This is an optimization exercise on Yosys and OpenROAD, whose aim is small area, a short achievable clock period and few clock cycles per item, not a production implementation.
At most, simulation tests tie the RTL to the original design; equivalence was not proved.
No activity file was given, so power comes from the tool's default toggle rates.

==> run E: inputs <==
==> flow/design.v <==
module DIV (
  input clock, reset,
  input flush,
  output in_ready,
  input in_valid,
  input in_sign,
  input [31:0] in_a, in_b,
  input out_ready,
  output out_valid,
  output [31:0] out_quot,
  output [31:0] out_rem
);
  parameter ST_HOLD = 6'b111111;
  parameter ST_IDLE = 6'd32;
  reg [5:0] state, state_next;
  wire st_hold = state == ST_HOLD;
  wire st_idle = state == ST_IDLE;
  reg [63:0] a, a_next;
  reg [31:0] b, b_next;
  reg qs, qs_next;
  reg rs, rs_next;
  reg [31:0] q, q_next;
  wire [32:0] rem = a[63:31] - {1'b0, b};
  always @(posedge clock) begin
    if (reset) begin
      state <= ST_IDLE;
    end else begin
      state <= state_next;
      a <= a_next;
      b <= b_next;
      qs <= qs_next;
      rs <= rs_next;
      q <= q_next;
    end
  end
  wire in_as = in_a[31] & in_sign;
  wire in_bs = in_b[31] & in_sign;
  always_comb begin
    state_next = state;
    a_next = a;
    b_next = b;
    qs_next = qs;
    rs_next = rs;
    q_next = q;
    if (in_ready & in_valid) begin
      state_next = flush ? ST_IDLE : 6'd31;
      a_next = {32'b0, ({32{in_as}} ^ in_a) + {31'b0, in_as}};
      b_next = ({32{in_bs}} ^ in_b) + {31'b0, in_bs};
      qs_next = (in_a[31] ^ in_b[31]) & in_sign;
      rs_next = in_a[31] & in_sign;
    end
    if (st_idle) begin
      if (in_valid) ;
    end else if (st_hold) begin
      if (flush | out_ready) begin
        state_next = ST_IDLE;
      end
    end else begin
      if (flush) begin
        state_next = ST_IDLE;
      end else begin
        state_next = state - 1;
        a_next = rem[32] ? {a[62:0], 1'b0} : {rem[31:0], a[30:0], 1'b0};
        q_next = {q[30:0], ~rem[32]};
      end
    end
  end
  assign in_ready = st_idle;
  assign out_valid = st_hold;
  assign out_quot = ({32{qs}} ^ q) + {31'b0, qs};
  assign out_rem  = ({32{rs}} ^ a[63:32]) + {31'b0, rs};
endmodule
==> flow/run.sh <==
#!/bin/bash
# synth_recipe.tcl (not shown) runs the flow's synth.tcl, then flattens the netlist and writes it again
# the make line also repeats each setting of config.mk as NAME=value (left out here)
make -C /OpenROAD-flow-scripts/flow DESIGN_CONFIG=/design/flow/config.mk WORK_HOME=/design/flow/orfs CLKGATE_MAP_FILE= SYNTH_SCRIPT=/design/flow/synth_recipe.tcl finish
==> flow/config.mk <==
export PLATFORM = sky130hd
export DESIGN_NAME = DIV
export DESIGN_NICKNAME = DIV
export VERILOG_FILES = /design/flow/design.v
export SDC_FILE = /design/flow/constraint.sdc
export NUM_CORES = 4
export LEC_CHECK = 0
export CAP_MARGIN = 20
export CORE_MARGIN = 2
export CORE_UTILIZATION = 40
export SLEW_MARGIN = 20
==> flow/constraint.sdc <==
create_clock -name core_clock -period 8.0 [get_ports {clock}]
set_input_delay 1.6000 -clock core_clock [delete_from_list [all_inputs] [get_ports {clock}]]
set_output_delay 1.6000 -clock core_clock [all_outputs]
set_load 0.01 [all_outputs]
==> inputs of run K, as changes to run E <==
==> flow/design.v, changed modules only <==
module DIV (
  input clock, reset,
  input flush,
  output in_ready,
  input in_valid,
  input in_sign,
  input [31:0] in_a, in_b,
  input out_ready,
  output out_valid,
  output [31:0] out_quot,
  output [31:0] out_rem
);
  localparam [1:0] ST_IDLE = 2'd0, ST_PREP = 2'd1, ST_ITER = 2'd2, ST_DONE = 2'd3;
  reg [1:0] state;
  reg [31:0] r;      
  reg [32:0] e;      
  reg [31:0] q;
  reg [5:0] cnt;     
  reg [5:0] lza;     
  reg bs, qs, rs;
  function automatic [5:0] clz32(input [31:0] x);
    reg [15:0] v1; reg [15:0] p1;
    reg [7:0] v2;  reg [15:0] p2;
    reg [3:0] v3;  reg [11:0] p3;
    reg [1:0] v4;  reg [7:0] p4;
    integer i;
    begin
      for (i = 0; i < 16; i = i + 1) begin
        v1[i] = x[2*i+1] | x[2*i];
        p1[i] = ~x[2*i+1];
      end
      for (i = 0; i < 8; i = i + 1) begin
        v2[i] = v1[2*i+1] | v1[2*i];
        p2[2*i+1] = ~v1[2*i+1];
        p2[2*i]   = v1[2*i+1] ? p1[2*i+1] : p1[2*i];
      end
      for (i = 0; i < 4; i = i + 1) begin
        v3[i] = v2[2*i+1] | v2[2*i];
        p3[3*i+2]  = ~v2[2*i+1];
        p3[3*i+:2] = v2[2*i+1] ? p2[4*i+2+:2] : p2[4*i+:2];
      end
      for (i = 0; i < 2; i = i + 1) begin
        v4[i] = v3[2*i+1] | v3[2*i];
        p4[4*i+3]  = ~v3[2*i+1];
        p4[4*i+:3] = v3[2*i+1] ? p3[6*i+3+:3] : p3[6*i+:3];
      end
      clz32[5] = ~(v4[1] | v4[0]);
      clz32[4] = ~v4[1] & v4[0];
      clz32[3:0] = v4[1] ? p4[7:4] : (p4[3:0] & {4{v4[0]}});
    end
  endfunction
  function automatic [31:0] cneg(input s, input [31:0] x);
    reg [31:0] p;
    begin
      p = x;
      p = p | (p << 1);
      p = p | (p << 2);
      p = p | (p << 4);
      p = p | (p << 8);
      p = p | (p << 16);
      cneg = x ^ ({32{s}} & {p[30:0], 1'b0});
    end
  endfunction
  function automatic [34:0] add35(input [34:0] a, input [34:0] b, input ci);
    reg [34:0] p, g, gg, pp, c;
    integer l, i, j;
    begin
      p = a ^ b;
      g = a & b;
      g[0] = g[0] | (p[0] & ci);
      gg = g; pp = p;
      for (l = 0; l < 6; l = l + 1)
        for (i = 34; i >= 0; i = i - 1)
          if (((i >> l) & 1) == 1) begin
            j = ((i >> l) << l) - 1;
            gg[i] = gg[i] | (pp[i] & gg[j]);
            pp[i] = pp[i] & pp[j];
          end
      c = {gg[33:0], ci};
      add35 = p ^ c;
    end
  endfunction
  wire st_idle = state == ST_IDLE;
  wire st_done = state == ST_DONE;
  assign in_ready = st_idle | (st_done & out_ready);
  assign out_valid = st_done;
  wire acc = in_ready & in_valid;
  wire in_as = in_a[31] & in_sign;
  wire in_bs = in_b[31] & in_sign;
  wire [31:0] absa = cneg(in_as, in_a);
  wire [31:0] bx = in_b ^ {32{in_bs}};
  wire [5:0] lzb_in = clz32(bx);
  wire [5:0] lza_in = clz32(absa);
  wire none = lzb_in < lza_in;     
  wire [5:0] sh = cnt - lza;       
  reg [32:0] bsh;
  integer k;
  always @* begin
    bsh = {e[31:0], bs};
    for (k = 1; k < 6; k = k + 1)
      if (sh[k]) bsh = (bsh << (1 << k)) | ({33{bs}} & ~({33{1'b1}} << (1 << k)));
  end
  wire cin = ~bs;
  wire [34:0] ex0 = {2'b11, e};
  wire [34:0] ex1 = {3'b111, e[32:1]};
  wire [34:0] ra = {3'b000, r};
  wire [34:0] d1 = add35(ra, ex0, cin);
  wire [34:0] d2 = add35(ra, ex1, cin);
  wire [34:0] cs_s = ra ^ ex0 ^ ex1;
  wire [34:0] cs_c = (ra & ex0) | (ra & ex1) | (ex0 & ex1);
  wire [34:0] d3 = add35(cs_s, {cs_c[33:0], cin}, cin);
  wire q1 = ~d1[34];
  wire q2 = q1 ? ~d3[34] : ~d2[34];
  wire [31:0] rn = q1 ? (q2 ? d3[31:0] : d1[31:0]) : (q2 ? d2[31:0] : r);
  always @(posedge clock) begin
    if (reset | flush) begin
      state <= ST_IDLE;
    end else if (acc) begin
      state <= none ? ST_DONE : ST_PREP;
      r <= absa;
      e <= {1'b0, bx};
      q <= 32'b0;
      cnt <= lzb_in;
      lza <= lza_in;
      bs <= in_bs;
      qs <= (in_a[31] ^ in_b[31]) & in_sign;
      rs <= in_as;
    end else begin
      case (state)
        ST_PREP: begin
          e <= ~bsh;
          cnt <= {1'b0, sh[5:1]};
          state <= ST_ITER;
        end
        ST_ITER: begin
          r <= rn;
          q <= {q[29:0], q1, q2};
          e <= {2'b11, e[32:2]};
          cnt <= cnt - 6'd1;
          if (cnt == 6'd0) state <= ST_DONE;
        end
        ST_DONE: begin
          if (out_ready) state <= ST_IDLE;
        end
        default: ;
      endcase
    end
  end
  assign out_quot = cneg(qs, q);
  assign out_rem  = cneg(rs, r);
endmodule
==> results.txt <==
Number of filler instances in the final layout: run K 3578; run E 2968
Synthesized flop and latch total: run K 114; run E 136
Most common cell after layout, fill and taps aside: run K nand2_1; run E clkdlybuf4s50_1
WP data arrival: run K 5.19 ns; run E 4.52 ns
Met2 usage in global routing: run K 0.407; run E 0.309
Max stage delay cell, worst path: run K or4_4; run E edfxtp_1
Area Overhead vs Synth: run K 16.4%; run E 17.8%
Cell Area, Synth: run K 15000 µm²; run E 12300 µm²
Met1 demand-to-capacity share in global routing: run K 0.364; run E 0.279
Number of buffers other than clock buffers in the final layout: run K 161; run E 149
Result of the run: run K no timing/DRC/antenna violations; run E no timing/DRC/antenna violations
Reg2reg start: run K bs; run E a[42]
Relative max-transition margin: run K 0.263; run E 0.317
Worst min-delay path startpoint: run K state[0]; run E q[0]
Sequential-cell power consumption: run K 0.000811 W; run E 0.00151 W
Post-synth top area share: run K 0.224; run E 0.317
Final worst slack: run K 1.21 ns; run E 1.88 ns
Multi-input logic area: run K 11000 µm²; run E 7710 µm²
Launching instance or port of the critical path: run K r[2]; run E rs
Termination of the worst setup path: run K out_rem[28]; run E out_rem[30]
Horizontal die dimension: run K 198 µm; run E 180 µm
Number of enable-type register cells in the synthesized netlist: run K 112; run E 130
Register share of the cell area: run K 0.195; run E 0.277
Drt initial violations: run K 1115; run E 756
Power density over the cells: run K 175 nW/µm²; run E 366 nW/µm²
Routed via count divided by cell count: run K 5.98; run E 5.67
Seq_cells: run K 114; run E 136
Testbench counts of run E, summed over its fixed seeds: cycles 13,056, items 384.
The RTL of run K was laid out without a check of its function.

==> afterwards: timing with drivers on the ports <==
In the flow no input, the clock included, has a driving cell. The finished layouts below were timed again as built, in two steps.
Step 1: set_driving_cell puts a clkbuf_16 on clock and a buf_2 on each other input, an assumption about the parent block.
Step 2, shift: input delay + t, output delay - t, t = (earliest + latest rising clock arrival at the registers) / 2. This alone moves slack from input paths to output paths.
Three values: ideal, step 1, step 2; two values: the first two.
run | t, ns | setup WS [ns] | worst setup path after step 2 | latest minus earliest clock arrival (ns) | worst slew at a driven data input, ns
run E | 0.463 | 1.879 / 1.830 / 2.293 | register to output | 0.015 / 0.015 | 0.05
run K | 0.485 | 1.209 / 1.156 / 1.182 | input to register | 0.013 / 0.013 | 0.04
After both steps setup and hold are still met in every run listed. The setup slack of run K, which loses most, moves by -0.053 ns with the drivers and by -0.027 ns with both steps.
